Context: an optimization exercise on an open-source flow, tuned for small area. The choices shown serve that exercise and are no tape-out recipe. The RTL was checked by simulation tests, not by an equivalence proof against the original design. Power is estimated from default activity; no workload was simulated.

<file path="flow/config.mk">
export PLATFORM = sky130hd
export DESIGN_NAME = ac4e6_board
export DESIGN_NICKNAME = ac4e6_board
export VERILOG_FILES = /design/flow/design.v
export SDC_FILE = /design/flow/constraint.sdc
export NUM_CORES = 4
export LEC_CHECK = 0
export CAP_MARGIN = 20
export CORE_MARGIN = 2
export CORE_UTILIZATION = 40
export SLEW_MARGIN = 20
</file>
<file path="flow/constraint.sdc">
create_clock -name core_clock -period 20.0 [get_ports {clk50}]
set_input_delay 4.0000 -clock core_clock [delete_from_list [all_inputs] [get_ports {clk50}]]
set_output_delay 4.0000 -clock core_clock [all_outputs]
set_load 0.01 [all_outputs]
</file>
<file path="flow/design.v">
module uart_rx # (
	parameter CLK_FREQ = 50_000_000,
	parameter BAUD_RATE = 9_600
) (
	input wire clk,
	input wire nrst,
	input wire rxd,
	output reg [7:0] data,
	output reg data_v
);
localparam DATA_W = 8;
localparam N = CLK_FREQ / BAUD_RATE;
localparam N3_2 = (3 * CLK_FREQ) / 2 / BAUD_RATE;
reg state_input;	
reg [2:0] state;  
reg [$clog2(N3_2)-1:0] cnt;
reg cnt_low;
always @(posedge clk) begin
	data_v <= 0;
	cnt_low <= (cnt <= 1);
	if (!nrst) begin
		state_input <= 0;
		state <= 0;
		cnt <= 0;
		data <= 0;
	end else if (!state_input) begin
		if (cnt_low) begin  
			if (rxd == 0) begin
				state_input <= 1;
				state <= 0;  
				cnt <= N3_2;
				cnt_low <= 0;
			end
		end else begin
			cnt <= cnt - 1;
		end
	end else begin
		if (cnt_low) begin
			data <= {rxd, data[7:1]};
			state_input <= (state != DATA_W - 1);
			state <= state + 1;
			cnt <= N;
			cnt_low <= 0;
			data_v <= (state == DATA_W - 1);
		end else begin
			cnt <= cnt - 1;
		end
	end
end
endmodule  
module uart_rx_dbg # (
	parameter CLK_FREQ = 50_000_000,
	parameter BAUD_RATE = 9_600
) (
	input wire clk,
	input wire nrst,
	input wire rxd,
	output reg [15:0] data,
	output reg data_v
);
localparam N = CLK_FREQ / BAUD_RATE;
reg [15:0] cnt;
wire good_cnt;
reg rxd_r;
assign good_cnt = (N * 3 / 4 <= cnt) && (cnt <= N * 5 / 4);
always @(posedge clk) begin
	rxd_r <= rxd;
	data_v <= 0;
	if (!nrst) begin
		cnt <= 0;
	end else if (rxd_r != rxd) begin
		if (good_cnt) begin
			data <= cnt;
			data_v <= 1;
		end
		cnt <= 0;
	end else begin
		cnt <= (cnt != '1) ? (cnt + 1) : '1;
	end
end
endmodule  
module uart_tx # (
	parameter CLK_FREQ = 50_000_000,
	parameter BAUD_RATE = 9600,
	parameter DATA_W = 8
) (
	input wire clk,
	input wire nrst,
	input wire [DATA_W-1:0] data,
	input wire data_valid,
	output reg data_ready,
	output reg txd
);
localparam N = CLK_FREQ / BAUD_RATE;
reg cnt0;
reg last_state;
reg [$clog2(N)-1:0] cnt;
reg [$clog2(DATA_W)-1:0] state;
reg [3:0] ostate;
always @(posedge clk) begin
	cnt0 <= (cnt <= 1);
	if (!nrst) begin
		cnt <= 0;
		state <= 0;
		ostate <= 0;
		last_state <= 0;
		data_ready <= 0;
		txd <= 1;
	end else if ((ostate == 0) && data_valid) begin
		cnt0 <= 0;
		cnt <= N;
		ostate <= 1;
		txd <= 0;  
	end else if (ostate == 1) begin
		if (cnt0) begin
			cnt0 <= 0;
			cnt <= N;
			state <= 0;
			ostate <= 2;
			txd <= data[0];
		end else begin
			cnt <= cnt - 1;
		end
	end else if (ostate == 2) begin
		if (cnt0) begin
			cnt0 <= 0;
			cnt <= N;
			if (last_state) begin
				last_state <= 0;
				state <= 0;
				ostate <= 3;
				txd <= 1;  
			end else begin
				last_state <= (state == DATA_W - 2 ? 1 : 0);
				state <= state + 1;
				ostate <= 2;
				txd <= data[state + 1];
			end
		end else begin
			cnt <= cnt - 1;
		end
	end else if (ostate == 3) begin
		if (cnt0) begin
			cnt0 <= 0;
			ostate <= 0;
			data_ready <= 1;
		end else begin
			cnt <= cnt - 1;
		end
	end
end
endmodule  
module led (
	input wire clk,
	input wire nrst,
	input wire [31:0] data,  
	output wire [7:0] led_segments,
	output wire [7:0] led_enable
);
reg [15:0] cnt;
reg [3:0] digit;
reg [7:0] segments;
reg [7:0] enable;
assign led_segments = segments;
assign led_enable = enable;
always @(posedge clk) begin
	if (!nrst) begin
		cnt <= 0;
		digit <= '1;
		enable <= '1;
	end else begin
		cnt <= cnt + 1;
		digit <= data[cnt[15:13]*4 +: 4];
		for (integer i = 0; i < 8; i++) begin
			enable[i] <= (cnt[15:13] != i);
		end
	end
end
always @(posedge clk) begin
	if (!nrst) begin
		segments <= '1;
	end else	case (digit)
		0: segments <= 8'b1100_0000;
		1: segments <= 8'b1111_1001;
		2: segments <= 8'b1010_0100;
		3: segments <= 8'b1011_0000;
		4: segments <= 8'b1001_1001;
		5: segments <= 8'b1001_0010;
		6: segments <= 8'b1000_0010;
		7: segments <= 8'b1111_1000;
		8: segments <= 8'b1000_0000;
		9: segments <= 8'b1001_0000;
		10:segments <= 8'b1000_1000;
		11:segments <= 8'b1000_0011;
		12:segments <= 8'b1100_0110;
		13:segments <= 8'b1010_0001;
		14:segments <= 8'b1000_0110;
		15:segments <= 8'b1000_1110;
	endcase  
end
endmodule  
module ac4e6_board (
	input wire clk50,
	input wire [3:0] key,
	input wire [7:0] switch,
	input wire ps2_data,
	input wire ps2_sdck,
	input wire ch340_rx,
	output wire ch340_tx,
	output wire buzzer,
	output wire [7:0] led_segments,
	output wire [7:0] led_enable,
	output wire [2:0] vga_rgb,
	output wire vga_hsync,
	output wire vga_vsync,
	output wire [11:0] led
);
assign buzzer = '1;
assign vga_rgb = '1;
assign vga_hsync = '1;
assign vga_vsync = '1;
assign led = '1;
wire nrst, rst;
assign nrst = key[2];
assign rst = !nrst;
wire [7:0] uart_q;
wire uart_qv;
uart_rx i_uart_rx(clk50, nrst, ch340_rx, uart_q, uart_qv);
wire [15:0] uart_dbg;
wire uart_dbg_v;
uart_rx_dbg i_uart_dbg(clk50, nrst, ch340_rx, uart_dbg, uart_dbg_v);
localparam DATA_BUF_LG2 = 2;
reg [8*(1<<DATA_BUF_LG2)-1:0] ch340_data_buf;  
reg [7:0] ch340_data;
reg [DATA_BUF_LG2-1:0] ch340_data_h;
reg [DATA_BUF_LG2-1:0] ch340_data_t;
reg ch340_data_valid;
wire ch340_data_ready;
uart_tx i_uart_tx(clk50, nrst, ch340_data, ch340_data_valid, ch340_data_ready, ch340_tx);
always @(posedge clk50) begin
	if (!nrst) begin
		ch340_data_buf <= 0;
		ch340_data <= 0;
		ch340_data_h <= 0;
		ch340_data_t <= 0;
		ch340_data_valid <= 0;
	end else begin
		if (uart_qv) begin
			ch340_data_buf[ch340_data_t*8 +: 8] <= uart_q;
			ch340_data_t <= ch340_data_t + 1;
			ch340_data_valid <= 1;
		end
		if (ch340_data_h != ch340_data_t) begin
			ch340_data <= ch340_data_buf[ch340_data_h*8 +: 8];
			ch340_data_valid <= 1;
		end
		if (ch340_data_valid && ch340_data_ready) begin
			ch340_data_h <= ch340_data_h + 1;
			ch340_data_valid <= 0;
		end
	end
end
reg [31:0] led_data;  
led i_led(clk50, nrst, led_data, led_segments, led_enable);
always @(posedge clk50) begin
	if (!nrst) begin
		led_data <= 0;
	end else if (uart_dbg_v) begin
		led_data[15:0] <= uart_dbg;
		led_data[31:16] <= led_data[15:0];
	end
end
endmodule  
</file>
<file path="flow/run.sh">
#!/bin/bash
# synth_recipe.tcl (not shown) runs the flow's synth.tcl, then flattens the netlist and writes it again
# the make line also repeats each setting of config.mk as NAME=value (left out here)
make -C /OpenROAD-flow-scripts/flow DESIGN_CONFIG=/design/flow/config.mk WORK_HOME=/design/flow/orfs CLKGATE_MAP_FILE= SYNTH_SCRIPT=/design/flow/synth_recipe.tcl finish
</file>
==> metrics.yaml <==
synthTopCellsByCount: "dfxtp_1 (179), nor2_1 (127), nand2_1 (64)"
critical_path.reg2reg.startpoint: "i_uart_tx.ostate[1]"
synthDominantAreaCellType: "dfxtp_1"
cts_buf_count: 17
skew_ps: 9.31
report.final.setup_viol: 0
routed-wl-met2_mm: 7.06
clockBufferDepth: 2
number_of_enable_type_register_cells_in_the_synthesized_netlist: 16
yosys_warnings: 5
floorplan.die.width_um: 149
dp_hpwl_mm: 10.0
postCtsSetupRepairBufs: 0
area_growth_pct: 10.7
grt_start_max_net_pins: 87
antenna_violations_before_repair: 0
final.setup.tns_ps: 0
design.portCount: 51
rsz0062_at_grt: "false"
cts_hold_buf: 0
cts_repair_resize_count: 0
worstMarginPinSlew_ps: 1000
critical_path.startpoint: "key[2]"
pwr_density_cell_nw_per_um2: 90.9
r2r_end: "i_uart_tx.cnt[4]"
route.final.wire_length_mm: 15.5
core_area_um2: 20900
vias: 5945
finish.net_count: 904
remaining_drc_errors: 0
groute.usage.overall_pct: 14.8
detailedRoute.firstIterationViolations: 299
non_filler_cells_in_the_finished_layout: 1149
fp.dieArea_um2: 22300
number_of_inserted_diodes: 0
timing.critical_path.to_type: "flop"
power.leakage_nw: 3.20
max-slew-margin-rel_pct: 33.1
synth.yosys.seq_area_share_pct: 48.1
viasPerCell: 5.17
cts_root_buf: "clkbuf_16"
result_of_the_run: "timing/DRC/antenna clean"
timing.critical_path.from_type: "input pin"
cts.htree.levels: 4
synthMostInstantiatedCell: "dfxtp_1"
drt-met1-wl_mm: 7.83
grt_overflow_total: 0
detail_route.wl_per_cell_um: 13.5
critical_path_arrival_ps: 6000
via_count_of_the_first_global_routing_pass: 5428
total_power_w: 0.000851
nFillCells: 1993
floorplan.initialDensity_pct: 40.5
drt_pass1_iterations: 5
syn-instance-count: 867
timing.final.crit_period_ps: 5880
r2r_slack_ps: 17640
timing.fmax_ghz: 0.170
die_height_um: 149
top_layer_used: "met4"
postSynthRegisterBits: 195
async_reset_ff_share_pct: 0
maxCapViolCount: 0
period_share_pct: 29.4
max_rail_drop_vdd_mv: 0.0513
report.final.slew_viol_count: 0
fraction_of_final_layout_cells_sized_beyond_drive_strength_1_pct: 7.78
timing.critical_path.to: "i_uart_dbg.data[13]"
grt_pass1_wl_mm: 27.0
most_instantiated_flip_flop_cell_in_the_synthesis_netlist: "dfxtp_1"
syn_avg_cell_area_um2: 9.75
timing.final.hold_violations: 0
clock-sinks: 195
timing_worst_setup_path_type: "input pin to flop"
synth_area_um2: 8450
ant_nets: 0
ys_top_cells_by_area: "dfxtp_1 (42%), mux2i_1 (5.8%), edfxtp_1 (5.7%)"
timing.critical_path.required_ps: 20120
num_rows: 53
port_buf_inserts: 18
worst_skew_pair.late_latency_ps: 430
critPathMaxFanout: 44
gp_congestion: 0.770
ys_types: 64
met3_length_um: 442
clkTransAtPathRegs_ps: 70
tritoncts: "built"
synthDominantCellAreaShare_pct: 42.4
worstHoldPathType: "flop to flop"
rr_worst_depth: 6
placed_cells_incl_taps: 1117
-- layout make-up --
type	count	area (µm²)	share of cell area, %
Inverter	25	96.3	1.03
Clock inverter	13	145	1.55
Clock buffer	19	454	4.85
Multi-Input combinational cell	601	4050	43.3
Tap cell	275	344	3.68
Timing Repair Buffer	21	203	2.17
Sequential cell	195	4070	43.4
-- where the power goes --
group | switching (W) | internal (W) | leakage (nW)
clock | 0.000149 | 0.000194 | 0.295
sequential | 0.0000175 | 0.000408 | 1.60
combinational | 0.0000465 | 0.0000358 | 1.31
total | 0.000213 | 0.000638 | 3.20
-- registers in the layout, summed over array words and instances (netlist names), 13 cells and up --
| signal | count |
|---|---|
| i_led.cnt | 16 |
| i_uart_dbg.cnt | 16 |
| i_uart_tx.cnt | 13 |
| ch340_data_buf | 32 |
| i_uart_rx.cnt | 13 |
| led_data | 32 |
| i_uart_dbg.data | 16 |
-- per-stage QoR --
step	hold slack [ps]	util, %	instance area, µm²	setup WS (ps)
after floorplan	403	-	8520	12480
after global placement	446	41.9	8760	13640
after detailed placement	454	41.9	8760	13650
after CTS	465	44.8	9360	14100
after global routing	471	44.8	9360	13930
final	463	44.8	9360	14120
-- logic make-up after synthesis --
family / count (synthesis) / synth area share, %
AOI/OAI and AO/OA: 158 / 12.3
xor gates and xnor gates: 30 / 3.11
adders and majority gates: 27 / 4.00
buffers and inverters: 89 / 4.96
DFF: 195 / 48.1
muxes: 68 / 10.6
other: 1 / 0.0444
and+or+nand+nor: 299 / 16.8
-- critical path, stage by stage --
cell and delay (ps):
clkdlybuf4s50_1 450, buf_4 290, inv_4 240, or4_1 490, a2111oi_2 220, buf_4 280
-- how the worst min path moves through the flow --
| stage | cells past startpoint | from | to | slack (ps) |
|---|---|---|---|---|
| after global routing | 2 | i_uart_tx.cnt[9] | i_uart_tx.cnt[9] | 470 |
| after CTS | 2 | i_uart_tx.cnt[9] | i_uart_tx.cnt[9] | 470 |
| after global placement | 1 | i_led.cnt[0] | i_led.cnt[0] | 450 |
| final | 2 | i_uart_tx.cnt[9] | i_uart_tx.cnt[9] | 460 |
| after detailed placement | 0 | i_uart_dbg.cnt[15] | i_uart_dbg.data[15] | 450 |
| after floorplan | 0 | i_uart_dbg.cnt[4] | i_uart_dbg.data[4] | 400 |
-- metal layers --
metal | track usage (%) | vias to the layer above
met5 | 0 | -
met4 | 4.38 | 0
met3 | 3.03 | 11
met2 | 23.3 | 87
met1 | 20.6 | 2795
li1 | - | 3052
-- cell usage in the layout (no fill, tap or decap), drive strengths merged, types with 5 or more instances in the layout --
master,count
xor2,9
nor4,10
nor3,12
xnor2,21
nor2,127
a311oi,5
clkdlybuf4s50,18
nand4,7
dfxtp,179
conb,19
nand3,18
or3,17
nand2b,5
mux4,17
a22oi,34
o21ai,22
ha,27
nor2b,6
or4,11
a211oi,6
a31oi,7
edfxtp,16
inv,31
a21oi,49
nand2,64
clkbuf,19
mux2i,49

-- static timing again, ports no longer ideal --
Ports are ideal in the flow. The routed layout listed here was re-timed in OpenROAD. Step 1 sets driving cells, clkbuf_16 on the clock port and buf_2 on the other inputs (assumed; they add their load-dependent delay and slew). Step 2 adds t to the input delays and takes it off the output delays; t is the mean of the earliest and latest rising clock arrival at the registers after step 1. Input paths then give back, and output paths get back, about the clock's delay inside the block. a / b / c = ideal / step 1 / step 2; a / b = the first two.
t (ns): 0.467
setup WS [ns]: 14.118 / 14.137 / 13.671
hold slack, ns: 0.463 / 0.463 / 0.463
clock arrival spread, ns: 0.010 / 0.011
worst slew at a driven data input, ns: 0.04
After both steps this run still meets setup and hold. The setup slack of this run moves by +0.019 ns with the drivers and by -0.447 ns with both steps.
